This design comes from an exercise in tuning for small area on the open sky130 flow, not from production work.
Function was checked by simulation only, so behaviour that the tests miss may differ from the original.
The flow treats the clock pin as an ideal source, which a real chip does not have.

## run E
## deja_glitch_power
module deja_glitch_power (
	input	wire	clk_i,
	input	wire	rst_i,
	input	wire	stb_i,
	input	wire	we_i,
	input	wire	[3:0] adr_i,
	input	wire	[7:0] dat_i,
	output	reg		ack_o,
	output	reg		[7:0] dat_o,
	input	wire	run_i,
	output	reg		power_o
	);
localparam IDLE = 2'd0, RUN = 2'd1, FIN = 2'd2, RUN_IDLE = 2'd3;
reg	[15:0]	rcn;		 
wire	[15:0]	run_cnt = ~rcn;
reg	[15:0]	nit;		 
reg	[1:0]	state;
reg	[7:0]	size;
reg	[7:0]	step;
reg			finished;
wire m1 = step[0] & nit[0];
wire m2 = step[0] & nit[1];
wire m3 = step[0] & nit[2];
wire m4 = step[0] & nit[3];
wire m5 = step[0] & nit[4];
wire m6 = step[0] & nit[5];
wire m7 = step[0] & nit[6];
wire m8 = step[0] & nit[7];
wire m9 = step[0] & nit[8];
wire m10 = step[0] & nit[9];
wire m11 = step[0] & nit[10];
wire m12 = step[0] & nit[11];
wire m13 = step[0] & nit[12];
wire m14 = step[0] & nit[13];
wire m15 = step[0] & nit[14];
wire m16 = step[0] & nit[15];
wire m17 = step[1] & nit[0];
wire m18 = step[1] & nit[1];
wire m19 = step[1] & nit[2];
wire m20 = step[1] & nit[3];
wire m21 = step[1] & nit[4];
wire m22 = step[1] & nit[5];
wire m23 = step[1] & nit[6];
wire m24 = step[1] & nit[7];
wire m25 = step[1] & nit[8];
wire m26 = step[1] & nit[9];
wire m27 = step[1] & nit[10];
wire m28 = step[1] & nit[11];
  ...
Size: about 27 I/O pins, roughly 0.0048 mm2 of cells after synthesis.
export LEC_CHECK = 0
export CAP_MARGIN = 0
export CORE_MARGIN = 2
export CORE_UTILIZATION = 88
export PLACE_DENSITY = 0.95
export SLEW_MARGIN = 0
create_clock -name core_clock -period 6.0 [get_ports {clk_i}]
standard.sh (not shown) runs the stock make flow with config.mk's settings and CLKGATE_MAP_FILE= SYNTH_SCRIPT=/design/flow/synth_recipe.tcl, a recipe that flattens the netlist after the stock synthesis.
==> flow/flow/run.sh <==
#!/bin/bash
# Standard ORFS flow, with one extra step between synthesis and floorplan:
# flow/polar.py re-chooses signal polarities in the synthesized netlist (full
# adders and gates with complemented inputs/outputs) to remove inverters.
# Registers are not touched. Extra make settings (clock tree options, port
# buffer cell) come from flow/make_args.txt, one per line.
# Each tool's output goes to its own log file here.
set -euo pipefail
RES=orfs/results/${FLOW_PLATFORM}/deja_glitch_power/base
LIB=${FLOW_HOME}/platforms/${FLOW_PLATFORM}/lib/sky130_fd_sc_hd__tt_025C_1v80.lib
ARGS=()
if [[ -f flow/make_args.txt ]]; then
  while IFS= read -r line; do
    [[ -n "$line" ]] && ARGS+=("$line")
  done < flow/make_args.txt
fi

bash standard.sh synth > log_synth.txt 2>&1
cp ${RES}/1_2_yosys.v 1_2_yosys_standard.v
yosys -q -l log_yosys_json.txt -p "read_liberty -lib ${LIB}; read_verilog ${RES}/1_2_yosys.v; write_json polar_in.json" > /dev/null 2>&1
POLAR_ITERS=2000 python3 flow/polar.py ${LIB} polar_in.json polar_out.json --downsize > log_polar.txt 2>&1
# keep the new netlist only if it computes the same flip-flop inputs and outputs
# as the synthesized one on random patterns
if python3 flow/check.py ${LIB} polar_in.json polar_out.json > log_check.txt 2>&1; then
  yosys -q -l log_yosys_write.txt -p "read_json polar_out.json; write_verilog -noattr -nohex -nodec ${RES}/1_2_yosys.v" > /dev/null 2>&1
fi
rm -f ${RES}/1_synth.odb ${RES}/1_synth.sdc
bash standard.sh "PRE_CTS_TCL=$(pwd)/flow/clock.tcl" "${ARGS[@]}" finish > log_finish.txt 2>&1
==> flow/flow/make_args.txt <==
CLOCK_ROOT_BUF=sky130_fd_sc_hd__clkbuf_4
CLOCK_LEAF_BUF=sky130_fd_sc_hd__clkbuf_4
CLOCK_LEAVES=8
BUFFER_PORTS_ARGS=-buffer_cell sky130_fd_sc_hd__buf_1
CTS_ARGS=-clk_nets clk_i -repair_clock_nets
Other scripts of this flow, unchanged in this note and not shown: flow/flow/check.py, flow/flow/clock.tcl, flow/flow/polar.py
As the logs show, run E stopped at global routing after a tool error, so it never reached the end of the flow.
Input-level comparison between run A and run E:
- swapping 0 for 20 in CAP_MARGIN
- swapping 0 for 20 in SLEW_MARGIN
- swapping 0.95 for 0.8 in PLACE_DENSITY
- swapping 88 for 65 in CORE_UTILIZATION
diff --git a/flow/flow/make_args.txt b/flow/flow/make_args.txt
--- a/flow/flow/make_args.txt
+++ b/flow/flow/make_args.txt
@@ -1 +1 @@
-CLOCK_ROOT_BUF=sky130_fd_sc_hd__clkbuf_4
+CLOCK_ROOT_BUF=sky130_fd_sc_hd__clkbuf_8
### Flow results
- Run A: all stages complete, timing, DRC and antenna checks passed
- From run A to run E, mapped cell area did not move at all.
- From run E to run A the numbers moved as follows: number of core rows climbed 5; initial cell density of the core dropped 26 points; detailed placement HPWL dropped about 20%.
- Per the comparison of run A with run E, count of hold-fix buffers inserted at cts ~0 delta, worst setup timing slack at the placement stage +0.25 ns, placed standard-cell area +about 0.9%, global placer's final weighted congestion -4.1%.
- Between run A and run E, the gate count after technology mapping does not differ in any meaningful way.
- Diff run A and run E: die height lower in run E
- Of run A and run E, the higher width of the die belongs to run A.

## separate check: timing with driven ports
Ports are ideal in the flow. The routed layout listed here was re-timed in OpenROAD.
Step 1, drivers: a clkbuf_16 drives clk_i and a buf_2 each remaining input, both assumed.
Step 2 also shifts input and output timing later by t, the mid clock arrival at the registers, as if the neighbouring blocks saw the same clock.
a / b / c = no drivers / after step 1 / after step 2; a / b = the first two.
run: run A
t, ns: 0.389
slack for setup (ns): 0.835 / 0.835 / 0.835
worst register clock-pin slew, ns: 0.12 / 0.12
After both steps run A still meets setup and hold. The setup slack of run A moves by 0.000 ns with the drivers and by 0.000 ns with both steps.
